Source: an optimization exercise on an open RTL-to-GDS flow (aim: small area). Production flows keep margins and buffers that such runs may drop.
In this exercise RTL edits were held to simulation tests only and were not proved equivalent to the original.
Power and IR drop assume default switching activity.

==> flow/design.v <==
`default_nettype none
module hub75 #(
    parameter FIFO_WIDTH = 64,
    parameter OUT_REG = 6,
    parameter CLK_SPEED = 40_000_000
) (
    input wire clk,
    input wire s_axi_valid,
    output logic s_axi_ready,
    input wire reset_n,
    input wire [FIFO_WIDTH - 1 : 0] r0_in,
    input wire [FIFO_WIDTH - 1 : 0] g0_in,
    input wire [FIFO_WIDTH - 1 : 0] b0_in,
    input wire [FIFO_WIDTH - 1 : 0] r1_in,
    input wire [FIFO_WIDTH - 1 : 0] g1_in,
    input wire [FIFO_WIDTH - 1 : 0] b1_in,
    output logic r0_out,
    output logic g0_out,
    output logic b0_out,
    output logic r1_out,
    output logic g1_out,
    output logic b1_out,
    output logic [5 - 1 : 0] addr_out,
    output logic blank,
    output logic latch_out,
    output logic clk_out
);
  logic sh, s3, post, s5, s6, vd;
  logic [2:0] addr_cnt;
  logic [13:0] tmr;      
  logic tz;               
  logic [6:0] cnt;      
  logic [13:0] tload;
  logic done, rst_st, tfb, ldv;
  logic [5:0] col_q;
  logic [62:0] ring [6];
  logic [63:0] din [6];
  assign din[0] = r0_in;
  assign din[1] = g0_in;
  assign din[2] = b0_in;
  assign din[3] = r1_in;
  assign din[4] = g1_in;
  assign din[5] = b1_in;
  assign tload[0] = 8'b10111111 >> addr_cnt;
  assign tload[1] = 8'b01011100 >> addr_cnt;
  assign tload[2] = 8'b01101111 >> addr_cnt;
  assign tload[3] = 8'b11100101 >> addr_cnt;
  assign tload[4] = 8'b11111011 >> addr_cnt;
  assign tload[5] = 8'b10010110 >> addr_cnt;
  assign tload[6] = 8'b01011100 >> addr_cnt;
  assign tload[7] = 8'b11111010 >> addr_cnt;
  assign tload[8] = 8'b11001000 >> addr_cnt;
  assign tload[9] = 8'b10101000 >> addr_cnt;
  assign tload[10] = 8'b10110101 >> addr_cnt;
  assign tload[11] = 8'b01010100 >> addr_cnt;
  assign tload[12] = 8'b11101000 >> addr_cnt;
  assign tload[13] = 8'b10000010 >> addr_cnt;
  assign done = (cnt == 7'd66);
  assign tz = ~vd | (&tmr);
  assign tfb = ~(^{tmr[13], tmr[12], tmr[11], tmr[1]}) | (&tmr[12:0]);
  assign s5 = post & cnt[2];
  assign s6 = post & cnt[0];
  assign rst_st = ~(s_axi_ready | sh | s3 | post);
  assign ldv = s_axi_ready & s_axi_valid;
  always_ff @(posedge clk) begin
    if (reset_n == 1'b0) begin
      s_axi_ready <= 1'b0;
      sh <= 1'b0;
      clk_out <= 1'b0;
      s3 <= 1'b0;
      post <= 1'b0;
      latch_out <= 1'b0;
      blank <= 1'b1;
      vd <= 1'b0;
      addr_cnt <= 3'd0;
      addr_out <= '0;
    end else begin
      s_axi_ready <= s6 | rst_st | (s_axi_ready & ~s_axi_valid);
      sh <= ldv | (sh & ~(clk_out & done));
      clk_out <= sh & ~clk_out;
      s3 <= (clk_out & done) | (s3 & ~tz);
      post <= (s3 & tz) | (post & ~cnt[0]);
      latch_out <= s6;
      blank <= ~(vd & (s_axi_ready | sh | s3));
      if (s6) vd <= 1'b1;
      if (s6) addr_cnt <= {addr_cnt[2] ^ (addr_cnt[1] & addr_cnt[0]), addr_cnt[1] ^ addr_cnt[0], ~addr_cnt[0]};
      if (s5 && vd && addr_cnt == 3'd0) addr_out <= addr_out ^ {&addr_out[3:0], &addr_out[2:0], &addr_out[1:0], addr_out[0], 1'b1};
    end
  end
  always_ff @(posedge clk) begin
    if (s6) tmr <= tload;
    else tmr <= {tmr[12:0], tfb};
    if (s_axi_ready | s3) cnt <= 7'd66;
    else cnt <= {cnt[5:0], ~(^{cnt[6], cnt[5]})};
  end
  always_ff @(posedge clk) begin
    ring[0][1] <= ~((sh | din[0][1]) & (s_axi_ready | ring[0][2]));
    ring[0][3] <= ~((sh | din[0][2]) & (s_axi_ready | ring[0][4]));
    ring[0][5] <= ~((sh | din[0][3]) & (s_axi_ready | ring[0][6]));
    ring[0][7] <= ~((sh | din[0][4]) & (s_axi_ready | ring[0][8]));
    ring[0][9] <= ~((sh | din[0][5]) & (s_axi_ready | ring[0][10]));
    ring[0][11] <= ~((sh | din[0][6]) & (s_axi_ready | ring[0][12]));
    ring[0][13] <= ~((sh | din[0][7]) & (s_axi_ready | ring[0][14]));
    ring[0][15] <= ~((sh | din[0][8]) & (s_axi_ready | ring[0][16]));
    ring[0][17] <= ~((sh | din[0][9]) & (s_axi_ready | ring[0][18]));
    ring[0][19] <= ~((sh | din[0][10]) & (s_axi_ready | ring[0][20]));
    ring[0][21] <= ~((sh | din[0][11]) & (s_axi_ready | ring[0][22]));
    ring[0][23] <= ~((sh | din[0][12]) & (s_axi_ready | ring[0][24]));
    ring[0][25] <= ~((sh | din[0][13]) & (s_axi_ready | ring[0][26]));
    ring[0][27] <= ~((sh | din[0][14]) & (s_axi_ready | ring[0][28]));
    ring[0][29] <= ~((sh | din[0][15]) & (s_axi_ready | ring[0][30]));
    ring[0][31] <= ~((sh | din[0][16]) & (s_axi_ready | ring[0][32]));
    ring[0][33] <= ~((sh | din[0][17]) & (s_axi_ready | ring[0][34]));
    ring[0][35] <= ~((sh | din[0][18]) & (s_axi_ready | ring[0][36]));
    ring[0][37] <= ~((sh | din[0][19]) & (s_axi_ready | ring[0][38]));
    ring[0][39] <= ~((sh | din[0][20]) & (s_axi_ready | ring[0][40]));
    ring[0][41] <= ~((sh | din[0][21]) & (s_axi_ready | ring[0][42]));
    ring[0][43] <= ~((sh | din[0][22]) & (s_axi_ready | ring[0][44]));
    ring[0][45] <= ~((sh | din[0][23]) & (s_axi_ready | ring[0][46]));
    ring[0][47] <= ~((sh | din[0][24]) & (s_axi_ready | ring[0][48]));
    ring[0][49] <= ~((sh | din[0][25]) & (s_axi_ready | ring[0][50]));
    ring[0][51] <= ~((sh | din[0][26]) & (s_axi_ready | ring[0][52]));
    ring[0][53] <= ~((sh | din[0][27]) & (s_axi_ready | ring[0][54]));
    ring[0][55] <= ~((sh | din[0][28]) & (s_axi_ready | ring[0][56]));
    ring[0][57] <= ~((sh | din[0][29]) & (s_axi_ready | ring[0][58]));
    ring[0][59] <= ~((sh | din[0][30]) & (s_axi_ready | ring[0][60]));
    ring[0][61] <= ~((sh | din[0][31]) & (s_axi_ready | ring[0][62]));
    ring[0][0] <= ~((sh | din[0][32]) & (s_axi_ready | ring[0][1]));
    ring[0][2] <= ~((sh | din[0][33]) & (s_axi_ready | ring[0][3]));
    ring[0][4] <= ~((sh | din[0][34]) & (s_axi_ready | ring[0][5]));
    ring[0][6] <= ~((sh | din[0][35]) & (s_axi_ready | ring[0][7]));
    ring[0][8] <= ~((sh | din[0][36]) & (s_axi_ready | ring[0][9]));
    ring[0][10] <= ~((sh | din[0][37]) & (s_axi_ready | ring[0][11]));
    ring[0][12] <= ~((sh | din[0][38]) & (s_axi_ready | ring[0][13]));
    ring[0][14] <= ~((sh | din[0][39]) & (s_axi_ready | ring[0][15]));
    ring[0][16] <= ~((sh | din[0][40]) & (s_axi_ready | ring[0][17]));
    ring[0][18] <= ~((sh | din[0][41]) & (s_axi_ready | ring[0][19]));
    ring[0][20] <= ~((sh | din[0][42]) & (s_axi_ready | ring[0][21]));
    ring[0][22] <= ~((sh | din[0][43]) & (s_axi_ready | ring[0][23]));
    ring[0][24] <= ~((sh | din[0][44]) & (s_axi_ready | ring[0][25]));
    ring[0][26] <= ~((sh | din[0][45]) & (s_axi_ready | ring[0][27]));
    ring[0][28] <= ~((sh | din[0][46]) & (s_axi_ready | ring[0][29]));
    ring[0][30] <= ~((sh | din[0][47]) & (s_axi_ready | ring[0][31]));
    ring[0][32] <= ~((sh | din[0][48]) & (s_axi_ready | ring[0][33]));
    ring[0][34] <= ~((sh | din[0][49]) & (s_axi_ready | ring[0][35]));
    ring[0][36] <= ~((sh | din[0][50]) & (s_axi_ready | ring[0][37]));
    ring[0][38] <= ~((sh | din[0][51]) & (s_axi_ready | ring[0][39]));
    ring[0][40] <= ~((sh | din[0][52]) & (s_axi_ready | ring[0][41]));
    ring[0][42] <= ~((sh | din[0][53]) & (s_axi_ready | ring[0][43]));
    ring[0][44] <= ~((sh | din[0][54]) & (s_axi_ready | ring[0][45]));
    ring[0][46] <= ~((sh | din[0][55]) & (s_axi_ready | ring[0][47]));
    ring[0][48] <= ~((sh | din[0][56]) & (s_axi_ready | ring[0][49]));
    ring[0][50] <= ~((sh | din[0][57]) & (s_axi_ready | ring[0][51]));
    ring[0][52] <= ~((sh | din[0][58]) & (s_axi_ready | ring[0][53]));
    ring[0][54] <= ~((sh | din[0][59]) & (s_axi_ready | ring[0][55]));
    ring[0][56] <= ~((sh | din[0][60]) & (s_axi_ready | ring[0][57]));
    ring[0][58] <= ~((sh | din[0][61]) & (s_axi_ready | ring[0][59]));
    ring[0][60] <= ~((sh | din[0][62]) & (s_axi_ready | ring[0][61]));
    ring[0][62] <= ~((sh | din[0][63]) & (s_axi_ready | ring[0][0]));
    ring[1][1] <= ~((sh | din[1][1]) & (s_axi_ready | ring[1][2]));
    ring[1][3] <= ~((sh | din[1][2]) & (s_axi_ready | ring[1][4]));
    ring[1][5] <= ~((sh | din[1][3]) & (s_axi_ready | ring[1][6]));
    ring[1][7] <= ~((sh | din[1][4]) & (s_axi_ready | ring[1][8]));
    ring[1][9] <= ~((sh | din[1][5]) & (s_axi_ready | ring[1][10]));
    ring[1][11] <= ~((sh | din[1][6]) & (s_axi_ready | ring[1][12]));
    ring[1][13] <= ~((sh | din[1][7]) & (s_axi_ready | ring[1][14]));
    ring[1][15] <= ~((sh | din[1][8]) & (s_axi_ready | ring[1][16]));
    ring[1][17] <= ~((sh | din[1][9]) & (s_axi_ready | ring[1][18]));
    ring[1][19] <= ~((sh | din[1][10]) & (s_axi_ready | ring[1][20]));
    ring[1][21] <= ~((sh | din[1][11]) & (s_axi_ready | ring[1][22]));
    ring[1][23] <= ~((sh | din[1][12]) & (s_axi_ready | ring[1][24]));
    ring[1][25] <= ~((sh | din[1][13]) & (s_axi_ready | ring[1][26]));
    ring[1][27] <= ~((sh | din[1][14]) & (s_axi_ready | ring[1][28]));
    ring[1][29] <= ~((sh | din[1][15]) & (s_axi_ready | ring[1][30]));
    ring[1][31] <= ~((sh | din[1][16]) & (s_axi_ready | ring[1][32]));
    ring[1][33] <= ~((sh | din[1][17]) & (s_axi_ready | ring[1][34]));
    ring[1][35] <= ~((sh | din[1][18]) & (s_axi_ready | ring[1][36]));
    ring[1][37] <= ~((sh | din[1][19]) & (s_axi_ready | ring[1][38]));
    ring[1][39] <= ~((sh | din[1][20]) & (s_axi_ready | ring[1][40]));
    ring[1][41] <= ~((sh | din[1][21]) & (s_axi_ready | ring[1][42]));
    ring[1][43] <= ~((sh | din[1][22]) & (s_axi_ready | ring[1][44]));
    ring[1][45] <= ~((sh | din[1][23]) & (s_axi_ready | ring[1][46]));
    ring[1][47] <= ~((sh | din[1][24]) & (s_axi_ready | ring[1][48]));
    ring[1][49] <= ~((sh | din[1][25]) & (s_axi_ready | ring[1][50]));
    ring[1][51] <= ~((sh | din[1][26]) & (s_axi_ready | ring[1][52]));
    ring[1][53] <= ~((sh | din[1][27]) & (s_axi_ready | ring[1][54]));
    ring[1][55] <= ~((sh | din[1][28]) & (s_axi_ready | ring[1][56]));
    ring[1][57] <= ~((sh | din[1][29]) & (s_axi_ready | ring[1][58]));
    ring[1][59] <= ~((sh | din[1][30]) & (s_axi_ready | ring[1][60]));
    ring[1][61] <= ~((sh | din[1][31]) & (s_axi_ready | ring[1][62]));
    ring[1][0] <= ~((sh | din[1][32]) & (s_axi_ready | ring[1][1]));
    ring[1][2] <= ~((sh | din[1][33]) & (s_axi_ready | ring[1][3]));
    ring[1][4] <= ~((sh | din[1][34]) & (s_axi_ready | ring[1][5]));
    ring[1][6] <= ~((sh | din[1][35]) & (s_axi_ready | ring[1][7]));
    ring[1][8] <= ~((sh | din[1][36]) & (s_axi_ready | ring[1][9]));
    ring[1][10] <= ~((sh | din[1][37]) & (s_axi_ready | ring[1][11]));
    ring[1][12] <= ~((sh | din[1][38]) & (s_axi_ready | ring[1][13]));
    ring[1][14] <= ~((sh | din[1][39]) & (s_axi_ready | ring[1][15]));
    ring[1][16] <= ~((sh | din[1][40]) & (s_axi_ready | ring[1][17]));
    ring[1][18] <= ~((sh | din[1][41]) & (s_axi_ready | ring[1][19]));
    ring[1][20] <= ~((sh | din[1][42]) & (s_axi_ready | ring[1][21]));
    ring[1][22] <= ~((sh | din[1][43]) & (s_axi_ready | ring[1][23]));
    ring[1][24] <= ~((sh | din[1][44]) & (s_axi_ready | ring[1][25]));
    ring[1][26] <= ~((sh | din[1][45]) & (s_axi_ready | ring[1][27]));
    ring[1][28] <= ~((sh | din[1][46]) & (s_axi_ready | ring[1][29]));
    ring[1][30] <= ~((sh | din[1][47]) & (s_axi_ready | ring[1][31]));
    ring[1][32] <= ~((sh | din[1][48]) & (s_axi_ready | ring[1][33]));
    ring[1][34] <= ~((sh | din[1][49]) & (s_axi_ready | ring[1][35]));
    ring[1][36] <= ~((sh | din[1][50]) & (s_axi_ready | ring[1][37]));
    ring[1][38] <= ~((sh | din[1][51]) & (s_axi_ready | ring[1][39]));
    ring[1][40] <= ~((sh | din[1][52]) & (s_axi_ready | ring[1][41]));
    ring[1][42] <= ~((sh | din[1][53]) & (s_axi_ready | ring[1][43]));
    ring[1][44] <= ~((sh | din[1][54]) & (s_axi_ready | ring[1][45]));
    ring[1][46] <= ~((sh | din[1][55]) & (s_axi_ready | ring[1][47]));
    ring[1][48] <= ~((sh | din[1][56]) & (s_axi_ready | ring[1][49]));
    ring[1][50] <= ~((sh | din[1][57]) & (s_axi_ready | ring[1][51]));
    ring[1][52] <= ~((sh | din[1][58]) & (s_axi_ready | ring[1][53]));
    ring[1][54] <= ~((sh | din[1][59]) & (s_axi_ready | ring[1][55]));
    ring[1][56] <= ~((sh | din[1][60]) & (s_axi_ready | ring[1][57]));
    ring[1][58] <= ~((sh | din[1][61]) & (s_axi_ready | ring[1][59]));
    ring[1][60] <= ~((sh | din[1][62]) & (s_axi_ready | ring[1][61]));
    ring[1][62] <= ~((sh | din[1][63]) & (s_axi_ready | ring[1][0]));
    ring[2][1] <= ~((sh | din[2][1]) & (s_axi_ready | ring[2][2]));
    ring[2][3] <= ~((sh | din[2][2]) & (s_axi_ready | ring[2][4]));
    ring[2][5] <= ~((sh | din[2][3]) & (s_axi_ready | ring[2][6]));
    ring[2][7] <= ~((sh | din[2][4]) & (s_axi_ready | ring[2][8]));
    ring[2][9] <= ~((sh | din[2][5]) & (s_axi_ready | ring[2][10]));
    ring[2][11] <= ~((sh | din[2][6]) & (s_axi_ready | ring[2][12]));
    ring[2][13] <= ~((sh | din[2][7]) & (s_axi_ready | ring[2][14]));
    ring[2][15] <= ~((sh | din[2][8]) & (s_axi_ready | ring[2][16]));
    ring[2][17] <= ~((sh | din[2][9]) & (s_axi_ready | ring[2][18]));
    ring[2][19] <= ~((sh | din[2][10]) & (s_axi_ready | ring[2][20]));
    ring[2][21] <= ~((sh | din[2][11]) & (s_axi_ready | ring[2][22]));
    ring[2][23] <= ~((sh | din[2][12]) & (s_axi_ready | ring[2][24]));
    ring[2][25] <= ~((sh | din[2][13]) & (s_axi_ready | ring[2][26]));
    ring[2][27] <= ~((sh | din[2][14]) & (s_axi_ready | ring[2][28]));
    ring[2][29] <= ~((sh | din[2][15]) & (s_axi_ready | ring[2][30]));
    ring[2][31] <= ~((sh | din[2][16]) & (s_axi_ready | ring[2][32]));
    ring[2][33] <= ~((sh | din[2][17]) & (s_axi_ready | ring[2][34]));
    ring[2][35] <= ~((sh | din[2][18]) & (s_axi_ready | ring[2][36]));
    ring[2][37] <= ~((sh | din[2][19]) & (s_axi_ready | ring[2][38]));
    ring[2][39] <= ~((sh | din[2][20]) & (s_axi_ready | ring[2][40]));
    ring[2][41] <= ~((sh | din[2][21]) & (s_axi_ready | ring[2][42]));
    ring[2][43] <= ~((sh | din[2][22]) & (s_axi_ready | ring[2][44]));
    ring[2][45] <= ~((sh | din[2][23]) & (s_axi_ready | ring[2][46]));
    ring[2][47] <= ~((sh | din[2][24]) & (s_axi_ready | ring[2][48]));
    ring[2][49] <= ~((sh | din[2][25]) & (s_axi_ready | ring[2][50]));
    ring[2][51] <= ~((sh | din[2][26]) & (s_axi_ready | ring[2][52]));
    ring[2][53] <= ~((sh | din[2][27]) & (s_axi_ready | ring[2][54]));
    ring[2][55] <= ~((sh | din[2][28]) & (s_axi_ready | ring[2][56]));
    ring[2][57] <= ~((sh | din[2][29]) & (s_axi_ready | ring[2][58]));
    ring[2][59] <= ~((sh | din[2][30]) & (s_axi_ready | ring[2][60]));
    ring[2][61] <= ~((sh | din[2][31]) & (s_axi_ready | ring[2][62]));
    ring[2][0] <= ~((sh | din[2][32]) & (s_axi_ready | ring[2][1]));
    ring[2][2] <= ~((sh | din[2][33]) & (s_axi_ready | ring[2][3]));
    ring[2][4] <= ~((sh | din[2][34]) & (s_axi_ready | ring[2][5]));
    ring[2][6] <= ~((sh | din[2][35]) & (s_axi_ready | ring[2][7]));
    ring[2][8] <= ~((sh | din[2][36]) & (s_axi_ready | ring[2][9]));
    ring[2][10] <= ~((sh | din[2][37]) & (s_axi_ready | ring[2][11]));
    ring[2][12] <= ~((sh | din[2][38]) & (s_axi_ready | ring[2][13]));
    ring[2][14] <= ~((sh | din[2][39]) & (s_axi_ready | ring[2][15]));
    ring[2][16] <= ~((sh | din[2][40]) & (s_axi_ready | ring[2][17]));
    ring[2][18] <= ~((sh | din[2][41]) & (s_axi_ready | ring[2][19]));
    ring[2][20] <= ~((sh | din[2][42]) & (s_axi_ready | ring[2][21]));
    ring[2][22] <= ~((sh | din[2][43]) & (s_axi_ready | ring[2][23]));
    ring[2][24] <= ~((sh | din[2][44]) & (s_axi_ready | ring[2][25]));
    ring[2][26] <= ~((sh | din[2][45]) & (s_axi_ready | ring[2][27]));
    ring[2][28] <= ~((sh | din[2][46]) & (s_axi_ready | ring[2][29]));
    ring[2][30] <= ~((sh | din[2][47]) & (s_axi_ready | ring[2][31]));
    ring[2][32] <= ~((sh | din[2][48]) & (s_axi_ready | ring[2][33]));
    ring[2][34] <= ~((sh | din[2][49]) & (s_axi_ready | ring[2][35]));
    ring[2][36] <= ~((sh | din[2][50]) & (s_axi_ready | ring[2][37]));
    ring[2][38] <= ~((sh | din[2][51]) & (s_axi_ready | ring[2][39]));
    ring[2][40] <= ~((sh | din[2][52]) & (s_axi_ready | ring[2][41]));
    ring[2][42] <= ~((sh | din[2][53]) & (s_axi_ready | ring[2][43]));
    ring[2][44] <= ~((sh | din[2][54]) & (s_axi_ready | ring[2][45]));
    ring[2][46] <= ~((sh | din[2][55]) & (s_axi_ready | ring[2][47]));
    ring[2][48] <= ~((sh | din[2][56]) & (s_axi_ready | ring[2][49]));
    ring[2][50] <= ~((sh | din[2][57]) & (s_axi_ready | ring[2][51]));
    ring[2][52] <= ~((sh | din[2][58]) & (s_axi_ready | ring[2][53]));
    ring[2][54] <= ~((sh | din[2][59]) & (s_axi_ready | ring[2][55]));
    ring[2][56] <= ~((sh | din[2][60]) & (s_axi_ready | ring[2][57]));
    ring[2][58] <= ~((sh | din[2][61]) & (s_axi_ready | ring[2][59]));
    ring[2][60] <= ~((sh | din[2][62]) & (s_axi_ready | ring[2][61]));
    ring[2][62] <= ~((sh | din[2][63]) & (s_axi_ready | ring[2][0]));
    ring[3][1] <= ~((sh | din[3][1]) & (s_axi_ready | ring[3][2]));
    ring[3][3] <= ~((sh | din[3][2]) & (s_axi_ready | ring[3][4]));
    ring[3][5] <= ~((sh | din[3][3]) & (s_axi_ready | ring[3][6]));
    ring[3][7] <= ~((sh | din[3][4]) & (s_axi_ready | ring[3][8]));
    ring[3][9] <= ~((sh | din[3][5]) & (s_axi_ready | ring[3][10]));
    ring[3][11] <= ~((sh | din[3][6]) & (s_axi_ready | ring[3][12]));
    ring[3][13] <= ~((sh | din[3][7]) & (s_axi_ready | ring[3][14]));
    ring[3][15] <= ~((sh | din[3][8]) & (s_axi_ready | ring[3][16]));
    ring[3][17] <= ~((sh | din[3][9]) & (s_axi_ready | ring[3][18]));
    ring[3][19] <= ~((sh | din[3][10]) & (s_axi_ready | ring[3][20]));
    ring[3][21] <= ~((sh | din[3][11]) & (s_axi_ready | ring[3][22]));
    ring[3][23] <= ~((sh | din[3][12]) & (s_axi_ready | ring[3][24]));
    ring[3][25] <= ~((sh | din[3][13]) & (s_axi_ready | ring[3][26]));
    ring[3][27] <= ~((sh | din[3][14]) & (s_axi_ready | ring[3][28]));
    ring[3][29] <= ~((sh | din[3][15]) & (s_axi_ready | ring[3][30]));
    ring[3][31] <= ~((sh | din[3][16]) & (s_axi_ready | ring[3][32]));
    ring[3][33] <= ~((sh | din[3][17]) & (s_axi_ready | ring[3][34]));
    ring[3][35] <= ~((sh | din[3][18]) & (s_axi_ready | ring[3][36]));
    ring[3][37] <= ~((sh | din[3][19]) & (s_axi_ready | ring[3][38]));
    ring[3][39] <= ~((sh | din[3][20]) & (s_axi_ready | ring[3][40]));
    ring[3][41] <= ~((sh | din[3][21]) & (s_axi_ready | ring[3][42]));
    ring[3][43] <= ~((sh | din[3][22]) & (s_axi_ready | ring[3][44]));
    ring[3][45] <= ~((sh | din[3][23]) & (s_axi_ready | ring[3][46]));
    ring[3][47] <= ~((sh | din[3][24]) & (s_axi_ready | ring[3][48]));
    ring[3][49] <= ~((sh | din[3][25]) & (s_axi_ready | ring[3][50]));
    ring[3][51] <= ~((sh | din[3][26]) & (s_axi_ready | ring[3][52]));
    ring[3][53] <= ~((sh | din[3][27]) & (s_axi_ready | ring[3][54]));
    ring[3][55] <= ~((sh | din[3][28]) & (s_axi_ready | ring[3][56]));
    ring[3][57] <= ~((sh | din[3][29]) & (s_axi_ready | ring[3][58]));
    ring[3][59] <= ~((sh | din[3][30]) & (s_axi_ready | ring[3][60]));
    ring[3][61] <= ~((sh | din[3][31]) & (s_axi_ready | ring[3][62]));
    ring[3][0] <= ~((sh | din[3][32]) & (s_axi_ready | ring[3][1]));
    ring[3][2] <= ~((sh | din[3][33]) & (s_axi_ready | ring[3][3]));
    ring[3][4] <= ~((sh | din[3][34]) & (s_axi_ready | ring[3][5]));
    ring[3][6] <= ~((sh | din[3][35]) & (s_axi_ready | ring[3][7]));
    ring[3][8] <= ~((sh | din[3][36]) & (s_axi_ready | ring[3][9]));
    ring[3][10] <= ~((sh | din[3][37]) & (s_axi_ready | ring[3][11]));
    ring[3][12] <= ~((sh | din[3][38]) & (s_axi_ready | ring[3][13]));
    ring[3][14] <= ~((sh | din[3][39]) & (s_axi_ready | ring[3][15]));
    ring[3][16] <= ~((sh | din[3][40]) & (s_axi_ready | ring[3][17]));
    ring[3][18] <= ~((sh | din[3][41]) & (s_axi_ready | ring[3][19]));
    ring[3][20] <= ~((sh | din[3][42]) & (s_axi_ready | ring[3][21]));
    ring[3][22] <= ~((sh | din[3][43]) & (s_axi_ready | ring[3][23]));
    ring[3][24] <= ~((sh | din[3][44]) & (s_axi_ready | ring[3][25]));
    ring[3][26] <= ~((sh | din[3][45]) & (s_axi_ready | ring[3][27]));
    ring[3][28] <= ~((sh | din[3][46]) & (s_axi_ready | ring[3][29]));
    ring[3][30] <= ~((sh | din[3][47]) & (s_axi_ready | ring[3][31]));
    ring[3][32] <= ~((sh | din[3][48]) & (s_axi_ready | ring[3][33]));
    ring[3][34] <= ~((sh | din[3][49]) & (s_axi_ready | ring[3][35]));
    ring[3][36] <= ~((sh | din[3][50]) & (s_axi_ready | ring[3][37]));
    ring[3][38] <= ~((sh | din[3][51]) & (s_axi_ready | ring[3][39]));
    ring[3][40] <= ~((sh | din[3][52]) & (s_axi_ready | ring[3][41]));
    ring[3][42] <= ~((sh | din[3][53]) & (s_axi_ready | ring[3][43]));
    ring[3][44] <= ~((sh | din[3][54]) & (s_axi_ready | ring[3][45]));
    ring[3][46] <= ~((sh | din[3][55]) & (s_axi_ready | ring[3][47]));
    ring[3][48] <= ~((sh | din[3][56]) & (s_axi_ready | ring[3][49]));
    ring[3][50] <= ~((sh | din[3][57]) & (s_axi_ready | ring[3][51]));
    ring[3][52] <= ~((sh | din[3][58]) & (s_axi_ready | ring[3][53]));
    ring[3][54] <= ~((sh | din[3][59]) & (s_axi_ready | ring[3][55]));
    ring[3][56] <= ~((sh | din[3][60]) & (s_axi_ready | ring[3][57]));
    ring[3][58] <= ~((sh | din[3][61]) & (s_axi_ready | ring[3][59]));
    ring[3][60] <= ~((sh | din[3][62]) & (s_axi_ready | ring[3][61]));
    ring[3][62] <= ~((sh | din[3][63]) & (s_axi_ready | ring[3][0]));
    ring[4][1] <= ~((sh | din[4][1]) & (s_axi_ready | ring[4][2]));
    ring[4][3] <= ~((sh | din[4][2]) & (s_axi_ready | ring[4][4]));
    ring[4][5] <= ~((sh | din[4][3]) & (s_axi_ready | ring[4][6]));
    ring[4][7] <= ~((sh | din[4][4]) & (s_axi_ready | ring[4][8]));
    ring[4][9] <= ~((sh | din[4][5]) & (s_axi_ready | ring[4][10]));
    ring[4][11] <= ~((sh | din[4][6]) & (s_axi_ready | ring[4][12]));
    ring[4][13] <= ~((sh | din[4][7]) & (s_axi_ready | ring[4][14]));
    ring[4][15] <= ~((sh | din[4][8]) & (s_axi_ready | ring[4][16]));
    ring[4][17] <= ~((sh | din[4][9]) & (s_axi_ready | ring[4][18]));
    ring[4][19] <= ~((sh | din[4][10]) & (s_axi_ready | ring[4][20]));
    ring[4][21] <= ~((sh | din[4][11]) & (s_axi_ready | ring[4][22]));
    ring[4][23] <= ~((sh | din[4][12]) & (s_axi_ready | ring[4][24]));
    ring[4][25] <= ~((sh | din[4][13]) & (s_axi_ready | ring[4][26]));
    ring[4][27] <= ~((sh | din[4][14]) & (s_axi_ready | ring[4][28]));
    ring[4][29] <= ~((sh | din[4][15]) & (s_axi_ready | ring[4][30]));
    ring[4][31] <= ~((sh | din[4][16]) & (s_axi_ready | ring[4][32]));
    ring[4][33] <= ~((sh | din[4][17]) & (s_axi_ready | ring[4][34]));
    ring[4][35] <= ~((sh | din[4][18]) & (s_axi_ready | ring[4][36]));
    ring[4][37] <= ~((sh | din[4][19]) & (s_axi_ready | ring[4][38]));
    ring[4][39] <= ~((sh | din[4][20]) & (s_axi_ready | ring[4][40]));
    ring[4][41] <= ~((sh | din[4][21]) & (s_axi_ready | ring[4][42]));
    ring[4][43] <= ~((sh | din[4][22]) & (s_axi_ready | ring[4][44]));
    ring[4][45] <= ~((sh | din[4][23]) & (s_axi_ready | ring[4][46]));
    ring[4][47] <= ~((sh | din[4][24]) & (s_axi_ready | ring[4][48]));
    ring[4][49] <= ~((sh | din[4][25]) & (s_axi_ready | ring[4][50]));
    ring[4][51] <= ~((sh | din[4][26]) & (s_axi_ready | ring[4][52]));
    ring[4][53] <= ~((sh | din[4][27]) & (s_axi_ready | ring[4][54]));
    ring[4][55] <= ~((sh | din[4][28]) & (s_axi_ready | ring[4][56]));
    ring[4][57] <= ~((sh | din[4][29]) & (s_axi_ready | ring[4][58]));
    ring[4][59] <= ~((sh | din[4][30]) & (s_axi_ready | ring[4][60]));
    ring[4][61] <= ~((sh | din[4][31]) & (s_axi_ready | ring[4][62]));
    ring[4][0] <= ~((sh | din[4][32]) & (s_axi_ready | ring[4][1]));
    ring[4][2] <= ~((sh | din[4][33]) & (s_axi_ready | ring[4][3]));
    ring[4][4] <= ~((sh | din[4][34]) & (s_axi_ready | ring[4][5]));
    ring[4][6] <= ~((sh | din[4][35]) & (s_axi_ready | ring[4][7]));
    ring[4][8] <= ~((sh | din[4][36]) & (s_axi_ready | ring[4][9]));
    ring[4][10] <= ~((sh | din[4][37]) & (s_axi_ready | ring[4][11]));
    ring[4][12] <= ~((sh | din[4][38]) & (s_axi_ready | ring[4][13]));
    ring[4][14] <= ~((sh | din[4][39]) & (s_axi_ready | ring[4][15]));
    ring[4][16] <= ~((sh | din[4][40]) & (s_axi_ready | ring[4][17]));
    ring[4][18] <= ~((sh | din[4][41]) & (s_axi_ready | ring[4][19]));
    ring[4][20] <= ~((sh | din[4][42]) & (s_axi_ready | ring[4][21]));
    ring[4][22] <= ~((sh | din[4][43]) & (s_axi_ready | ring[4][23]));
    ring[4][24] <= ~((sh | din[4][44]) & (s_axi_ready | ring[4][25]));
    ring[4][26] <= ~((sh | din[4][45]) & (s_axi_ready | ring[4][27]));
    ring[4][28] <= ~((sh | din[4][46]) & (s_axi_ready | ring[4][29]));
    ring[4][30] <= ~((sh | din[4][47]) & (s_axi_ready | ring[4][31]));
    ring[4][32] <= ~((sh | din[4][48]) & (s_axi_ready | ring[4][33]));
    ring[4][34] <= ~((sh | din[4][49]) & (s_axi_ready | ring[4][35]));
    ring[4][36] <= ~((sh | din[4][50]) & (s_axi_ready | ring[4][37]));
    ring[4][38] <= ~((sh | din[4][51]) & (s_axi_ready | ring[4][39]));
    ring[4][40] <= ~((sh | din[4][52]) & (s_axi_ready | ring[4][41]));
    ring[4][42] <= ~((sh | din[4][53]) & (s_axi_ready | ring[4][43]));
    ring[4][44] <= ~((sh | din[4][54]) & (s_axi_ready | ring[4][45]));
    ring[4][46] <= ~((sh | din[4][55]) & (s_axi_ready | ring[4][47]));
    ring[4][48] <= ~((sh | din[4][56]) & (s_axi_ready | ring[4][49]));
    ring[4][50] <= ~((sh | din[4][57]) & (s_axi_ready | ring[4][51]));
    ring[4][52] <= ~((sh | din[4][58]) & (s_axi_ready | ring[4][53]));
    ring[4][54] <= ~((sh | din[4][59]) & (s_axi_ready | ring[4][55]));
    ring[4][56] <= ~((sh | din[4][60]) & (s_axi_ready | ring[4][57]));
    ring[4][58] <= ~((sh | din[4][61]) & (s_axi_ready | ring[4][59]));
    ring[4][60] <= ~((sh | din[4][62]) & (s_axi_ready | ring[4][61]));
    ring[4][62] <= ~((sh | din[4][63]) & (s_axi_ready | ring[4][0]));
    ring[5][1] <= ~((sh | din[5][1]) & (s_axi_ready | ring[5][2]));
    ring[5][3] <= ~((sh | din[5][2]) & (s_axi_ready | ring[5][4]));
    ring[5][5] <= ~((sh | din[5][3]) & (s_axi_ready | ring[5][6]));
    ring[5][7] <= ~((sh | din[5][4]) & (s_axi_ready | ring[5][8]));
    ring[5][9] <= ~((sh | din[5][5]) & (s_axi_ready | ring[5][10]));
    ring[5][11] <= ~((sh | din[5][6]) & (s_axi_ready | ring[5][12]));
    ring[5][13] <= ~((sh | din[5][7]) & (s_axi_ready | ring[5][14]));
    ring[5][15] <= ~((sh | din[5][8]) & (s_axi_ready | ring[5][16]));
    ring[5][17] <= ~((sh | din[5][9]) & (s_axi_ready | ring[5][18]));
    ring[5][19] <= ~((sh | din[5][10]) & (s_axi_ready | ring[5][20]));
    ring[5][21] <= ~((sh | din[5][11]) & (s_axi_ready | ring[5][22]));
    ring[5][23] <= ~((sh | din[5][12]) & (s_axi_ready | ring[5][24]));
    ring[5][25] <= ~((sh | din[5][13]) & (s_axi_ready | ring[5][26]));
    ring[5][27] <= ~((sh | din[5][14]) & (s_axi_ready | ring[5][28]));
    ring[5][29] <= ~((sh | din[5][15]) & (s_axi_ready | ring[5][30]));
    ring[5][31] <= ~((sh | din[5][16]) & (s_axi_ready | ring[5][32]));
    ring[5][33] <= ~((sh | din[5][17]) & (s_axi_ready | ring[5][34]));
    ring[5][35] <= ~((sh | din[5][18]) & (s_axi_ready | ring[5][36]));
    ring[5][37] <= ~((sh | din[5][19]) & (s_axi_ready | ring[5][38]));
    ring[5][39] <= ~((sh | din[5][20]) & (s_axi_ready | ring[5][40]));
    ring[5][41] <= ~((sh | din[5][21]) & (s_axi_ready | ring[5][42]));
    ring[5][43] <= ~((sh | din[5][22]) & (s_axi_ready | ring[5][44]));
    ring[5][45] <= ~((sh | din[5][23]) & (s_axi_ready | ring[5][46]));
    ring[5][47] <= ~((sh | din[5][24]) & (s_axi_ready | ring[5][48]));
    ring[5][49] <= ~((sh | din[5][25]) & (s_axi_ready | ring[5][50]));
    ring[5][51] <= ~((sh | din[5][26]) & (s_axi_ready | ring[5][52]));
    ring[5][53] <= ~((sh | din[5][27]) & (s_axi_ready | ring[5][54]));
    ring[5][55] <= ~((sh | din[5][28]) & (s_axi_ready | ring[5][56]));
    ring[5][57] <= ~((sh | din[5][29]) & (s_axi_ready | ring[5][58]));
    ring[5][59] <= ~((sh | din[5][30]) & (s_axi_ready | ring[5][60]));
    ring[5][61] <= ~((sh | din[5][31]) & (s_axi_ready | ring[5][62]));
    ring[5][0] <= ~((sh | din[5][32]) & (s_axi_ready | ring[5][1]));
    ring[5][2] <= ~((sh | din[5][33]) & (s_axi_ready | ring[5][3]));
    ring[5][4] <= ~((sh | din[5][34]) & (s_axi_ready | ring[5][5]));
    ring[5][6] <= ~((sh | din[5][35]) & (s_axi_ready | ring[5][7]));
    ring[5][8] <= ~((sh | din[5][36]) & (s_axi_ready | ring[5][9]));
    ring[5][10] <= ~((sh | din[5][37]) & (s_axi_ready | ring[5][11]));
    ring[5][12] <= ~((sh | din[5][38]) & (s_axi_ready | ring[5][13]));
    ring[5][14] <= ~((sh | din[5][39]) & (s_axi_ready | ring[5][15]));
    ring[5][16] <= ~((sh | din[5][40]) & (s_axi_ready | ring[5][17]));
    ring[5][18] <= ~((sh | din[5][41]) & (s_axi_ready | ring[5][19]));
    ring[5][20] <= ~((sh | din[5][42]) & (s_axi_ready | ring[5][21]));
    ring[5][22] <= ~((sh | din[5][43]) & (s_axi_ready | ring[5][23]));
    ring[5][24] <= ~((sh | din[5][44]) & (s_axi_ready | ring[5][25]));
    ring[5][26] <= ~((sh | din[5][45]) & (s_axi_ready | ring[5][27]));
    ring[5][28] <= ~((sh | din[5][46]) & (s_axi_ready | ring[5][29]));
    ring[5][30] <= ~((sh | din[5][47]) & (s_axi_ready | ring[5][31]));
    ring[5][32] <= ~((sh | din[5][48]) & (s_axi_ready | ring[5][33]));
    ring[5][34] <= ~((sh | din[5][49]) & (s_axi_ready | ring[5][35]));
    ring[5][36] <= ~((sh | din[5][50]) & (s_axi_ready | ring[5][37]));
    ring[5][38] <= ~((sh | din[5][51]) & (s_axi_ready | ring[5][39]));
    ring[5][40] <= ~((sh | din[5][52]) & (s_axi_ready | ring[5][41]));
    ring[5][42] <= ~((sh | din[5][53]) & (s_axi_ready | ring[5][43]));
    ring[5][44] <= ~((sh | din[5][54]) & (s_axi_ready | ring[5][45]));
    ring[5][46] <= ~((sh | din[5][55]) & (s_axi_ready | ring[5][47]));
    ring[5][48] <= ~((sh | din[5][56]) & (s_axi_ready | ring[5][49]));
    ring[5][50] <= ~((sh | din[5][57]) & (s_axi_ready | ring[5][51]));
    ring[5][52] <= ~((sh | din[5][58]) & (s_axi_ready | ring[5][53]));
    ring[5][54] <= ~((sh | din[5][59]) & (s_axi_ready | ring[5][55]));
    ring[5][56] <= ~((sh | din[5][60]) & (s_axi_ready | ring[5][57]));
    ring[5][58] <= ~((sh | din[5][61]) & (s_axi_ready | ring[5][59]));
    ring[5][60] <= ~((sh | din[5][62]) & (s_axi_ready | ring[5][61]));
    ring[5][62] <= ~((sh | din[5][63]) & (s_axi_ready | ring[5][0]));
  end
  always_ff @(posedge clk) begin
    for (int c = 0; c < 6; c++) begin
      if (s_axi_ready) col_q[c] <= din[c][0];
      else if (clk_out) col_q[c] <= ring[c][0];
    end
  end
  always_comb begin
    r0_out = col_q[0];
    g0_out = col_q[1];
    b0_out = col_q[2];
    r1_out = col_q[3];
    g1_out = col_q[4];
    b1_out = col_q[5];
  end
endmodule
==> flow/flow/run.sh <==
#!/bin/bash
# The standard layout (standard.sh), with three changes:
#  - no half/full-adder cells from Yosys's extract_fa (plain gates for abc instead);
#  - the smallest buffer on the ports;
#  - a clock tree of clkbuf_8 leaves, about 20 flip-flops each, without dummy loads.
set -euo pipefail
bash standard.sh "ADDER_MAP_FILE=" \
  "BUFFER_PORTS_ARGS=-buffer_cell sky130_fd_sc_hd__buf_1" \
  "CTS_ARGS=-sink_clustering_enable -repair_clock_nets -buf_list {sky130_fd_sc_hd__clkbuf_8} -sink_clustering_size 20 -sink_clustering_max_diameter 100 -dont_use_dummy_load" \
  finish > standard_flow.log 2>&1
==> flow/standard.sh <==
#!/bin/bash
# synth_recipe.tcl (not shown) runs the flow's synth.tcl, then flattens the netlist and writes it again
# the make line also repeats each setting of config.mk as NAME=value (left out here)
make -C /OpenROAD-flow-scripts/flow DESIGN_CONFIG=/design/flow/config.mk WORK_HOME=/design/flow/orfs CLKGATE_MAP_FILE= SYNTH_SCRIPT=/design/flow/synth_recipe.tcl "${@:-finish}"
==> flow/config.mk <==
export PLATFORM = sky130hd
export DESIGN_NAME = hub75
export DESIGN_NICKNAME = hub75
export VERILOG_FILES = /design/flow/design.v
export SDC_FILE = /design/flow/constraint.sdc
export NUM_CORES = 4
export LEC_CHECK = 0
export CAP_MARGIN = 5
export CORE_MARGIN = 2
export CORE_UTILIZATION = 65
export PLACE_DENSITY = 0.75
export SLEW_MARGIN = 5
==> flow/constraint.sdc <==
create_clock -name core_clock -period 10.0 [get_ports {clk}]
set_input_delay 2.0000 -clock core_clock [delete_from_list [all_inputs] [get_ports {clk}]]
set_output_delay 2.0000 -clock core_clock [all_outputs]
set_load 0.01 [all_outputs]
==> results of run 1 <==
## worst reg2reg max path: stages, from the launching register on
cell	delay, ns
dfxtp_4	0.93
buf_4	0.88
buf_4	0.96
mux2_2	0.43
## layout make-up
cell class,count,share of cell area [%]
antenna,5,0.0905
clock buffer,25,2.49
inverter,5,0.136
multi-input combinational,493,22.5
sequential,421,61.5
tap,229,2.07
timing repair buffer,407,11.2
## power by group through the flow
stage | sequential (mW) | combinational, mW | clock [mW]
floorplan | 2.05 | 0.271 | 0
global placement | 2.10 | 0.341 | 0
detailed placement | 2.10 | 0.356 | 0
CTS | 2.07 | 0.356 | 0.703
global route | 2.09 | 0.399 | 0.758
finish | 2.07 | 0.356 | 0.690
## sequential cells by signal (all words and copies together) (netlist names)
signal / count
addr_cnt: 3
addr_out: 5
blank: 1
clk_out: 1
cnt: 7
col_q: 6
latch_out: 1
post: 1
ring: 378
s3: 1
s_axi_ready: 1
sh: 1
tmr: 14
vd: 1
## placed cells by master (no fill, tap or decap), types with 2 or more instances in the layout
| cell | n |
|---|---|
| o21ai_0 | 7 |
| nand2b_1 | 2 |
| nand3_1 | 3 |
| o31ai_1 | 4 |
| o21a_1 | 2 |
| nor2b_1 | 2 |
| nand2_1 | 13 |
| diode_2 | 5 |
| mux2i_1 | 2 |
| or4_1 | 4 |
| a21oi_1 | 6 |
| clkbuf_8 | 25 |
| a22o_1 | 2 |
| a211o_1 | 2 |
| dfxtp_1 | 413 |
| nor4_1 | 2 |
| nand4_1 | 5 |
| dfxtp_4 | 2 |
| inv_1 | 5 |
| nor2_1 | 16 |
| xnor2_1 | 4 |
| xor2_1 | 4 |
| edfxtp_1 | 6 |
| and2_1 | 5 |
| or3_1 | 4 |
| a31oi_1 | 3 |
| buf_4 | 6 |
| buf_1 | 401 |
| mux2_2 | 7 |
| o22ai_1 | 378 |
## through the flow
| stage | power (mW) | cells | setup WS (ns) |
|---|---|---|---|
| global route | 3.25 | 1582 | 6.10 |
| finish | 3.11 | 1585 | 6.21 |
| global placement | 2.44 | 1555 | 6.61 |
| CTS | 3.13 | 1580 | 6.19 |
| floorplan | 2.32 | 1014 | 7.27 |
| detailed placement | 2.45 | 1555 | 6.61 |
## worst min path at each step
stage          cells after the start           startpoint             endpoint  slack, ns
6_report                           1   ring[0][9]$_DFF_P_   ring[0][8]$_DFF_P_       0.36
3_3_place_gp                       1  ring[4][30]$_DFF_P_  ring[4][29]$_DFF_P_       0.40
5_1_grt                            1  ring[0][22]$_DFF_P_  ring[0][21]$_DFF_P_       0.35
3_5_place_dp                       1   ring[0][2]$_DFF_P_   ring[0][1]$_DFF_P_       0.40
2_1_floorplan                      1   ring[0][1]$_DFF_P_   ring[0][0]$_DFF_P_       0.40
4_1_cts                            1   ring[0][9]$_DFF_P_   ring[0][8]$_DFF_P_       0.35
## cell families (layout without fill, tap and decap cells)
kind of cell,Yosys count,after routing
AOI/OAI and AO/OA,411,411
xor gates and xnor gates,8,8
other,0,5
muxes,9,9
buffers and inverters,100,437
DFF,421,421
and+or+nand+nor,65,65
## layer usage
metal	track usage (%)	vias to the layer above	wire length, um
met5	0	-	0
met4	12.3	0	1220
met3	10.3	82	2970
met2	43.8	364	13600
met1	37.2	4143	12100
li1	-	4507	-
==> impl_metrics.toml, run 1 <==
[critical_path]
cp-start-kind = "flop"
r2r_setup_slack_ns = 6.52
path_depth = 1
r2r_end = "col_q[2]$_DFFE_PP_"
cpLargestDelayFamily = "flip-flops"
crit_end = "s_axi_ready"
crit_start = "s_axi_ready$_SDFF_PN0_"
max_stage_delay_ns = 0.93
crit_fanout = 89
critPathKind = "flop to output port"
crit_buf_inv = 1
crit_chain = "buf_1"
r2r_start = "s_axi_ready$_SDFF_PN0_"
critPathCaptureType = "output port"
cp_data_required_time_ns = 8.00
reg2reg_depth = 3
critPathSlowestCell = "dfxtp_4"
crit_arrival_ns = 1.79

[power_and_ir_drop]
p_seq_share_pct = 66.4
comb_power_share_pct = 11.4
clkPwrFrac_pct = 22.2
ir_drop_mv = 0.177
p_int_mw = 2.36
power_density_mw_per_mm2 = 225
p_leak_nw = 4.95
swShare_pct = 24.3
p_switching_mw = 0.756

[grt]
grt_max_degree = 118
first_global_vias = 8528
antenna_found_initial = 4
globalRouteTotalUtil_pct = 28.7
grt_overflow = 0
grt_pass1_wl_mm = 44.6

[finish]
fillers = 1332
utilization_pct = 76.7
layout.nets = 1740
syn_to_final_growth_pct = 15.2
drive_gt1_share_pct = 3.11
design_area_mm2 = 0.0138
multi_input_area_mm2 = 0.00311
seq_area_mm2 = 0.00850

[yosys]
synth_edf_count = 6
synth_warnings = 3
ys.flop_type = "dfxtp_1"
synth-simple-area-share_pct = 2.97
async_flop_share_pct = 0
netlist_instances = 1014
synth_compound_area_share_pct = 21.6
synth_top_area_share_pct = 69.3
synth_xor_area_share_pct = 0.584
synthMuxAreaShare_pct = 0.824
synth_area_mm2 = 0.0120
synth_top_family_by_area = "compound AO/OA/AOI/OAI gates"
avgSynthCellArea_um2 = 11.8
synth.distinct_cells = 46
synth_seq_cells = 421
synthTopCellsByCount = "dfxtp_1 (415), o22ai_1 (378), clkbuf_1 (77)"
synth_top_cell_by_area = "dfxtp_1"
synth_fa_ha_area_share_pct = 0
synth_fp_nets = 1401
synth_most_common_cell = "dfxtp_1"
ys_top_cells_by_area = "dfxtp_1 (69%), o22ai_1 (20%), clkbuf_1 (2.4%), edfxtp_1 (1.5%), mux2_2 (0.66%)"
seq_area_frac_synth_pct = 70.8

[routing]
wl_per_cell_um = 18.8
vias_per_cell = 5.74
drt_iter0_drc = 621
vias = 9096
drc = 0
ant_nets = 0
dr.pass1.iters = 6
drt_wl_total_mm = 29.8

[floorplan]
ios = 402
initial_core_util_pct = 66.5
die_w_um = 140
die_area_mm2 = 0.0196
rows = 49
core_mm2 = 0.0180
die_h_um = 140

[clock_tree]
cts_resized = 0
clock_path_buffers = 3
clkTransAtPathRegs_ns = 0.11
cts.htree.levels = 1
numCtsBuffers = 25
post_cts_buffers = 0
cts_tree = "built"
ctsRootBufferMaster = "clkbuf_8"
cts_hold_buf = 0
clock_latency_ns = 0.58
cts_sinks = 421

[worst_hold_path]
hold_class = "flop to flop"

[timing]
setup_violations = 0
rsz0062_at_grt = "no"
whs_ns = 0.356
clock_skew_ns = 0.0701
maxSlewViolCount = 0
finalCriticalPeriod_ns = 3.79
finalHoldViolations = 0
max_freq_ghz = 0.264
period_share_pct = 37.9
tightest_slew_ns = 1.10
slew_headroom_pct = 26.4
final.setup.tns_ns = 0

[place]
placed_area_mm2 = 0.0135
numPortBuffers = 401
dp_hpwl_mm = 20.7
gp_congestion = 0.864

[outcome]
status = "no timing/DRC/antenna violations"

[job]
maxCapViolCount = 0
==> inputs of run 2 (changes only) <==
--- a/flow/flow/run.sh
+++ b/flow/flow/run.sh
@@ -1,4 +1,5 @@
 #!/bin/bash
-# The standard layout (standard.sh), with three changes:
-#  - no half/full-adder cells from Yosys's extract_fa (plain gates for abc instead);
+# The standard layout (standard.sh), with these changes:
+#  - synthesis: no half/full-adder cells from Yosys's extract_fa, and an area-oriented abc
+#    script (flow/area.abc) through flow/synth.tcl, a copy of synth_recipe.tcl;
 #  - the smallest buffer on the ports;
@@ -6,3 +7,6 @@
 set -euo pipefail
-bash standard.sh "ADDER_MAP_FILE=" \
+here=$(pwd)
+FLOW_ABC_SCRIPT=$here/flow/area.abc bash standard.sh \
+  "SYNTH_SCRIPT=$here/flow/synth.tcl" \
+  "ADDER_MAP_FILE=" \
   "BUFFER_PORTS_ARGS=-buffer_cell sky130_fd_sc_hd__buf_1" \
==> flow/flow/area.abc (new file) <==
&get -n
&st
&syn2
&dch -f
&nf -a -R 1000
&put
==> flow/flow/synth.tcl (new file) <==
# The standard flow's synthesis script (synth_recipe.tcl), with abc's mapping script replaced by
# FLOW_ABC_SCRIPT when that is set: an area-oriented script instead of ORFS's speed one.
# Only abc's combinational mapping changes; the registers come from the same passes.
proc synth {args} { yosys synth -nofsm -noshare {*}$args }
proc abc {args} {
  set i [lsearch -exact $args -script]
  if { $i >= 0 && [info exists ::env(FLOW_ABC_SCRIPT)] } {
    lset args [expr {$i + 1}] $::env(FLOW_ABC_SCRIPT)
  }
  yosys abc {*}$args
}
source $::env(SCRIPTS_DIR)/synth.tcl
# left out here: clear keep_hierarchy, flatten, clean up, hide names made inside functions, write 1_2_yosys.v
--- a/flow/config.mk
+++ b/flow/config.mk
@@ -9,4 +9,4 @@
 export CORE_MARGIN = 2
-export CORE_UTILIZATION = 65
-export PLACE_DENSITY = 0.75
+export CORE_UTILIZATION = 72
+export PLACE_DENSITY = 0.8
 export SLEW_MARGIN = 5
==> run 2 against run 1 <==
  * Fmax fell by 2.1%
  * Critical path type unchanged
  * Clock skew shrank 0.0039 ns
  * Sequential share of layout area increased by 0.62 points
  * Area after synthesis is 4.1% lower
  * Sequential power barely moved
  * Global-route usage grew 5.6 points
  * Sequential cell count did not move
  * Still clean on timing, DRC and antenna
  * Non-clock buffer count did not move
  * Design area shrank 1.0%
==> impl_metrics.toml, run 2 <==
[finish]
mostFrequentLayoutCell = "dfxtp_1"
syn_to_final_growth_pct = 19.0
biggestRegsByFlops = "ring (378), tmr (14), cnt (7)"
drive_gt1_share_pct = 2.46
top_register = "ring"
instances_no_fill = 1562
largest_register_ff_count = 378
utilization_pct = 86.8
final_cell_mix = "dfxtp_1 (413), buf_1 (401), o22ai_1 (378)"
layout.nets = 1731

[floorplan]
die_w_um = 130
die_area_mm2 = 0.0170
ios = 402
core_mm2 = 0.0158
rows = 46
die_h_um = 130
initial_core_util_pct = 72.9

[timing]
finalHoldViolations = 0
max_freq_ghz = 0.258
tightest_slew_ns = 1.13
setup_violations = 0
finalCriticalPeriod_ns = 3.87
period_share_pct = 38.7
slew_headroom_pct = 24.4
final.setup.tns_ns = 0
rsz0062_at_grt = "no"
setup_slack_ns = 6.13
clock_skew_ns = 0.0662
maxSlewViolCount = 0

[outcome]
status = "no timing/DRC/antenna violations"

[job]
maxCapViolCount = 0

[yosys]
synth_top_cell_by_area = "dfxtp_1"
ys.flop_type = "dfxtp_1"
synth_seq_cells = 421
synth_fp_nets = 1297
synth.distinct_cells = 34
synthTopCellsByCount = "dfxtp_1 (415), o22ai_1 (378), nand2_1 (19)"
synth_area_mm2 = 0.0115
ys_top_cells_by_area = "dfxtp_1 (72%), o22ai_1 (21%), edfxtp_1 (1.6%), nand2_1 (0.62%), mux2_1 (0.59%)"
seq_area_frac_synth_pct = 73.8
synth_edf_count = 6
async_flop_share_pct = 0
synth_top_area_share_pct = 72.2
synth_most_common_cell = "dfxtp_1"
avgSynthCellArea_um2 = 12.6
synth_warnings = 3
netlist_instances = 910

[critical_path]
critPathCaptureType = "output port"
critPathKind = "flop to output port"
crit_arrival_ns = 1.87
crit_chain = "buf_1"
crit_fanout = 97
cpLargestDelayFamily = "flip-flops"
crit_buf_inv = 1
cp-start-kind = "flop"
cp_data_required_time_ns = 8.00
max_stage_delay_ns = 1.00
critPathSlowestCell = "dfxtp_4"

[place]
gp_congestion = 0.840
place_inst = 1533
dp_hpwl_mm = 21.3
pre_cts_slack_ns = 6.57
numPortBuffers = 401

[worst_hold_path]
hold_class = "flop to flop"

[power_and_ir_drop]
p_int_mw = 2.35
p_seq_share_pct = 66.3
comb_power_share_pct = 11.4
swShare_pct = 24.4
power_density_mw_per_mm2 = 227
p_switching_mw = 0.759
p_leak_nw = 4.91
clkPwrFrac_pct = 22.2
ir_drop_mv = 0.183

[clock_tree]
clock_latency_ns = 0.56
ctsRootBufferMaster = "clkbuf_8"
clkTransAtPathRegs_ns = 0.11
cts_tree = "built"
numCtsBuffers = 25
cts_sinks = 421
cts.htree.levels = 1
cts_resized = 0
cts_hold_buf = 0
clock_path_buffers = 3
post_cts_buffers = 0

[grt]
grt_pass1_wl_mm = 45.2
antenna_found_initial = 1
first_global_vias = 8599
grt_max_degree = 118
grt_overflow = 0
globalRouteTotalUtil_pct = 34.3

[routing]
vias = 9159
drt_iter0_drc = 632
vias_per_cell = 5.86
drc = 0
drt_wl_total_mm = 31.5
wl_per_cell_um = 20.2
dr.pass1.iters = 5
ant_nets = 0
==> run 2: path summary, 6_finish.rpt <==
check / from / end / slack (ns) / cells past startpoint
max reg2reg: s_axi_ready$_SDFF_PN0_ / col_q[4]$_DFFE_PP_ / 6.47 / 3
min: ring[5][39]$_DFF_P_ / ring[5][38]$_DFF_P_ / 0.38 / 1
max: s_axi_ready$_SDFF_PN0_ / s_axi_ready / 6.13 / 1
min reg2reg: ring[5][39]$_DFF_P_ / ring[5][38]$_DFF_P_ / 0.38 / 1
==> run 2: power groups by stage <==
stage / sequential (mW) / clock (mW) / combinational (mW)
2_1_floorplan: 2.10 / 0 / 0.217
3_3_place_gp: 2.08 / 0 / 0.330
3_5_place_dp: 2.09 / 0 / 0.348
4_1_cts: 2.06 / 0.692 / 0.352
5_1_grt: 2.08 / 0.754 / 0.395
6_report: 2.06 / 0.690 / 0.355
==> run 2: area by class of cell <==
| cell class | instances | area [um^2] |
|---|---|---|
| fillers | 874 | 2090 |
| well taps | 216 | 270 |
| clock buffers | 25 | 344 |
| repair buffers | 407 | 1550 |
| diodes | 4 | 10.0 |
| inverters | 2 | 7.51 |
| multi-input cells | 487 | 3010 |
| flip-flops and latches | 421 | 8500 |
==> run 2: through the flow <==
step | cell area [um^2] | hold slack (ns) | power [mW]
after global placement | 13300 | 0.400 | 2.41
after CTS | 13700 | 0.374 | 3.10
after detailed placement | 13300 | 0.404 | 2.43
after floorplan | 11500 | 0.399 | 2.32
final | 13700 | 0.375 | 3.11
after global routing | 13700 | 0.386 | 3.23
==> run 2: logic make-up after synthesis <==
logic type                count (synthesis)  share of synthesized area, %
muxes                                     6                         0.587
buffers and inverters                     2                        0.0653
DFF                                     421                          73.8
AOI/OAI and AO/OA                       412                          22.3
and+or+nand+nor                          64                          2.82
xor gates and xnor gates                  5                         0.381
==> run 2: per-layer routing <==
| layer | vias up | part of all wire, % | GRT usage (%) |
|---|---|---|---|
| li1 | 4438 | - | - |
| met1 | 4239 | 39 | 41.8 |
| met3 | 104 | 8.6 | 10.7 |
| met2 | 378 | 48 | 56.7 |
| met4 | 0 | 4.6 | 15.6 |
| met5 | - | 0 | 0 |
==> inputs of run 3 (changes only) <==
--- a/flow/config.mk
+++ b/flow/config.mk
@@ -9,4 +9,4 @@
 export CORE_MARGIN = 2
-export CORE_UTILIZATION = 72
-export PLACE_DENSITY = 0.8
+export CORE_UTILIZATION = 65
+export PLACE_DENSITY = 0.75
 export SLEW_MARGIN = 5
==> run 3 against run 2 <==
  * Clock power about the same
  * Register-to-register slack improved by 0.33 ns
  * Global-route usage down 4.0 points
  * First-iteration DRC count rose by 6.8%
  * Clock skew up 0.0079 ns
  * Die area grew 10%
  * Non-clock buffer count decreased by 1
  * Sequential power hardly changed
  * Design area is 0.17% higher
  * Final cell count rose by 0.70%
  * Routed wire length down 3.1%
  * Via count fell by 0.24%
  * Critical path type unchanged
==> impl_metrics.toml, run 3 <==
[outcome]
status = "no timing/DRC/antenna violations"

[grt]
globalRouteTotalUtil_pct = 30.4
antenna_found_initial = 8
grt_pass1_wl_mm = 43.9
grt_overflow = 0
first_global_vias = 8462
grt_max_degree = 256

[clock_tree]
cts_resized = 0
cts_hold_buf = 0
cts_tree = "built"
ctsRootBufferMaster = "clkbuf_8"
cts.htree.levels = 1
clock_latency_ns = 0.57
post_cts_buffers = 0
cts_sinks = 421
numCtsBuffers = 25
clock_path_buffers = 3
clkTransAtPathRegs_ns = 0.12

[routing]
drt_wl_total_mm = 30.5
top_layer = "met5"
vias = 9137
wl_per_cell_um = 19.4
routedLengthMet1_mm = 11.9
drc = 0
wl_met3_mm = 2.71
drt_iter0_drc = 675
wl_met2_mm = 14.7
ant_nets = 0
vias_per_cell = 5.81
dr.pass1.iters = 5

[floorplan]
die_w_um = 137
ios = 402
die_h_um = 137
core_mm2 = 0.0173
rows = 48
die_area_mm2 = 0.0188
initial_core_util_pct = 66.5

[timing]
finalHoldViolations = 0
setup_violations = 0
slew_headroom_pct = 13.0
finalCriticalPeriod_ns = 3.46
max_freq_ghz = 0.289
final.setup.tns_ns = 0
period_share_pct = 34.6
rsz0062_at_grt = "no"
clock_skew_ns = 0.0741
tightest_slew_ns = 1.31
maxSlewViolCount = 0

[finish]
syn_to_final_growth_pct = 19.2
mostFrequentLayoutCell = "dfxtp_1"
biggestRegsByFlops = "ring (378), tmr (14), cnt (7)"
fillers = 1160
instances_no_fill = 1573
layout.nets = 1730
top_register = "ring"
drive_gt1_share_pct = 2.39
design_area_mm2 = 0.0137
largest_register_ff_count = 378
final_cell_mix = "dfxtp_1 (413), buf_1 (401), o22ai_1 (378)"
multi_input_area_mm2 = 0.00301
seq_area_mm2 = 0.00850

[power_and_ir_drop]
p_int_mw = 2.35
ir_drop_mv = 0.169
p_leak_nw = 4.91
p_switching_mw = 0.748
swShare_pct = 24.2
clkPwrFrac_pct = 22.3
p_seq_share_pct = 66.2
comb_power_share_pct = 11.5
finalPower_mw = 3.09
power_density_mw_per_mm2 = 226

[yosys]
ys.flop_type = "dfxtp_1"
ys_top_cells_by_area = "dfxtp_1 (72%), o22ai_1 (21%), edfxtp_1 (1.6%), nand2_1 (0.62%), mux2_1 (0.59%)"
synth.distinct_cells = 34
synthTopCellsByCount = "dfxtp_1 (415), o22ai_1 (378), nand2_1 (19)"
async_flop_share_pct = 0
synth_edf_count = 6
synth_seq_cells = 421
netlist_instances = 910
synth_top_area_share_pct = 72.2
synth_warnings = 3
synth_area_mm2 = 0.0115
synth_most_common_cell = "dfxtp_1"
synth_top_cell_by_area = "dfxtp_1"
avgSynthCellArea_um2 = 12.6
seq_area_frac_synth_pct = 73.8
synth_fp_nets = 1297

[critical_path]
crit_fanout = 49
crit_chain = "buf_1"
crit_arrival_ns = 1.46
critPathSlowestCell = "dfxtp_4"
crit_buf_inv = 1
max_stage_delay_ns = 0.68
critPathCaptureType = "output port"
cp-start-kind = "flop"
critPathKind = "flop to output port"
cpLargestDelayFamily = "flip-flops"
cp_data_required_time_ns = 8.00

[place]
place_inst = 1541
placed_area_mm2 = 0.0133
numPortBuffers = 401
dp_hpwl_mm = 21.0
gp_congestion = 0.814

[job]
maxCapViolCount = 0

[worst_hold_path]
hold_class = "flop to flop"
run 3: path summary, 6_finish.rpt:
check	startpoint	to	slack, ns	depth (start not counted)
max reg2reg	s_axi_ready$_SDFF_PN0_	col_q[3]$_DFFE_PP_	6.80	3
max	s_axi_ready$_SDFF_PN0_	s_axi_ready	6.54	1
min reg2reg	ring[5][51]$_DFF_P_	ring[5][50]$_DFF_P_	0.33	1
min	ring[5][51]$_DFF_P_	ring[5][50]$_DFF_P_	0.33	1
run 3: metal layers:
layer,global-route usage [%],vias to the layer above
li1,-,4442
met1,37.9,4246
met2,48.9,370
met3,8.67,77
met4,14.2,2
met5,0,-
run 3: power by group through the flow:
stage / sequential [mW] / clock [mW] / combinational [mW]
global placement: 2.08 / 0 / 0.335
CTS: 2.05 / 0.699 / 0.354
global route: 2.07 / 0.756 / 0.395
floorplan: 2.10 / 0 / 0.217
finish: 2.05 / 0.690 / 0.355
detailed placement: 2.08 / 0 / 0.353
run 3: logic make-up (layout without fill, tap and decap cells):
group           Yosys count  in the layout  synth area share (%)
compound gates          412            412                  22.3
xor+xnor                  5              5                 0.381
buf+inv                   2            433                0.0653
flops                   421            421                  73.8
mux                       6              6                 0.587
other cells               0              7                     0
simple gates             64             64                  2.82
run 3: area by class of cell:
| cell class | count | area share, % |
|---|---|---|
| flip-flops and latches | 421 | 62.0 |
| multi-input cells | 487 | 21.9 |
| repair buffers | 406 | 11.3 |
| clock buffers | 25 | 2.51 |
| well taps | 225 | 2.05 |
| diodes | 7 | 0.128 |
| inverters | 2 | 0.0548 |
run 3: worst register-to-register path: stages, from the launching register on:
cell and delay, ns:
dfxtp_4 0.68, buf_12 0.58, buf_4 1.30, mux2_1 0.41
run 3: stage by stage:
stage                     hold WS [ns]  util (%)  setup WS (ns)
final                            0.331      79.2           6.54
after global routing             0.349      79.2           6.45
after CTS                        0.338      79.1           6.51
after detailed placement         0.404      77.2           6.97
after global placement           0.400      77.2           7.02
after floorplan                  0.399         -           1.39
==> inputs of run 4 (changes only) <==
==> flow/flow/area.abc (replaced) <==
&get -n
&st
&dc2
&dch -f
&nf -a -R 1000
&put
==> run 4 against run 3 <==
  * Sequential power about the same
  * Hold slack improved by 0.0067 ns
  * Routed wire length decreased by 2.5%
  * Critical endpoint unchanged
  * Largest cell class unchanged
  * Highest routed layer unchanged
==> impl_metrics.toml, run 4 <==
[clock_tree]
cts_hold_buf = 0
cts.htree.levels = 1
ctsRootBufferMaster = "clkbuf_8"
clkTransAtPathRegs_ns = 0.11
cts_resized = 0
clock_path_buffers = 3
cts_sinks = 421
cts_tree = "built"
post_cts_buffers = 0
clock_latency_ns = 0.57
numCtsBuffers = 25

[yosys]
synth.distinct_cells = 30
synth_most_common_cell = "dfxtp_1"
synth_top_cell_by_area = "dfxtp_1"
async_flop_share_pct = 0
synth_seq_cells = 421
seq_area_frac_synth_pct = 73.9
netlist_instances = 907
ys_top_cells_by_area = "dfxtp_1 (72%), o22ai_1 (21%), edfxtp_1 (1.6%), o21ai_0 (0.65%), mux2_1 (0.59%)"
avgSynthCellArea_um2 = 12.7
synth_fp_nets = 1294
synth_top_area_share_pct = 72.3
ys.flop_type = "dfxtp_1"
synth_area_mm2 = 0.0115
synthTopCellsByCount = "dfxtp_1 (415), o22ai_1 (378), nand2_1 (17)"
synth_warnings = 3
synth_edf_count = 6

[critical_path]
crit_arrival_ns = 1.66
critPathKind = "flop to output port"
max_stage_delay_ns = 0.86
cp-start-kind = "flop"
critPathSlowestCell = "dfxtp_4"
cp_data_required_time_ns = 8.00
critPathCaptureType = "output port"
crit_fanout = 79
cpLargestDelayFamily = "flip-flops"
crit_chain = "buf_1"
crit_buf_inv = 1

[floorplan]
initial_core_util_pct = 66.4
ios = 402
rows = 48
die_h_um = 137
core_mm2 = 0.0173
die_area_mm2 = 0.0187
die_w_um = 137

[power_and_ir_drop]
p_leak_nw = 4.92
finalPower_mw = 3.14
ir_drop_mv = 0.197
power_density_mw_per_mm2 = 230

[place]
numPortBuffers = 401
gp_congestion = 0.864
dp_hpwl_mm = 20.6
placed_area_mm2 = 0.0133

[finish]
drive_gt1_share_pct = 2.46
final_cell_mix = "dfxtp_1 (413), buf_1 (401), o22ai_1 (378)"
syn_to_final_growth_pct = 19.1
design_area_mm2 = 0.0137
layout.nets = 1728
biggestRegsByFlops = "ring (378), tmr (14), cnt (7)"
mostFrequentLayoutCell = "dfxtp_1"
top_register = "ring"
largest_register_ff_count = 378
fillers = 1163

[timing]
finalHoldViolations = 0
maxSlewViolCount = 0
period_share_pct = 36.6
tightest_slew_ns = 1.07
slew_headroom_pct = 28.7
whs_ns = 0.338
setup_violations = 0
final.setup.tns_ns = 0
rsz0062_at_grt = "no"
finalCriticalPeriod_ns = 3.66
max_freq_ghz = 0.274
clock_skew_ns = 0.0650

[grt]
grt_overflow = 0
grt_max_degree = 114
globalRouteTotalUtil_pct = 30.0
antenna_found_initial = 4
first_global_vias = 8506
grt_pass1_wl_mm = 43.3

[routing]
vias_per_cell = 5.71
drt_wl_total_mm = 29.8
drc = 0
drt_iter0_drc = 428
dr.pass1.iters = 4
wl_per_cell_um = 19.0
vias = 8947
ant_nets = 0

[job]
maxCapViolCount = 0

[outcome]
status = "no timing/DRC/antenna violations"

[worst_hold_path]
hold_class = "flop to flop"
## run 4: changes by cell type after synthesis, sizes merged, moves of 2 or more
cell and delta:
nor2 -4, a21oi +3, o21ai +3, xnor2 +3, xor2 -3, a21o +2, and2 -2, nand2 -2
nand3 +2, o31ai -2
## run 4: stage by stage
step	utilization (%)	setup slack, ns	std cells
after floorplan	-	1.39	907
after global placement	77.0	6.95	1539
after detailed placement	77.0	6.93	1539
after CTS	79.0	6.31	1564
after global routing	79.1	6.23	1566
final	79.1	6.34	1567
## run 4: cell families after synthesis
family                    after synthesis  share of synthesized area (%)
DFF                                   421                           73.9
AOI/OAI and AO/OA                     416                           22.5
and+or+nand+nor                        57                           2.55
muxes                                   6                          0.588
xor gates and xnor gates                5                          0.381
buffers and inverters                   2                         0.0654
## run 4: layer usage
metal  up-vias  GRT usage [%]  wire, um
met1      4084           36.7     11900
met2       326           47.8     13900
met4         4           14.8      1490
li1       4442              -         -
met5         -              0        29
met3        91           9.89      2520
## run 4: area by class of cell
type | count | area [um^2] | area share (%)
clock buffers | 25 | 344 | 2.52
inverters | 2 | 7.51 | 0.0549
well taps | 225 | 282 | 2.06
flip-flops and latches | 421 | 8500 | 62.1
repair buffers | 407 | 1550 | 11.3
diodes | 3 | 7.51 | 0.0549
multi-input cells | 484 | 2990 | 21.9
## run 4: path summary, 6_finish.rpt
path,startpoint,end,cells past startpoint,slack (ns)
setup / recovery,s_axi_ready$_SDFF_PN0_,s_axi_ready,1,6.34
hold / removal,ring[5][29]$_DFF_P_,ring[5][28]$_DFF_P_,1,0.34
setup reg to reg,s_axi_ready$_SDFF_PN0_,ring[5][30]$_DFF_P_,3,6.82
hold reg to reg,ring[5][29]$_DFF_P_,ring[5][28]$_DFF_P_,1,0.34
## run 4: power breakdown
group          internal, mW  switching [mW]
logic                 0.187           0.182
registers              1.96           0.120
clock network         0.226           0.468

Check on run 4: ideal ports give 6.344 ns setup slack; a clkbuf_16 on the clock port and buf_2 on the inputs give 6.303 ns; moving port delays by the midpoint clock arrival (0.582 ns) as well gives 6.819 ns.
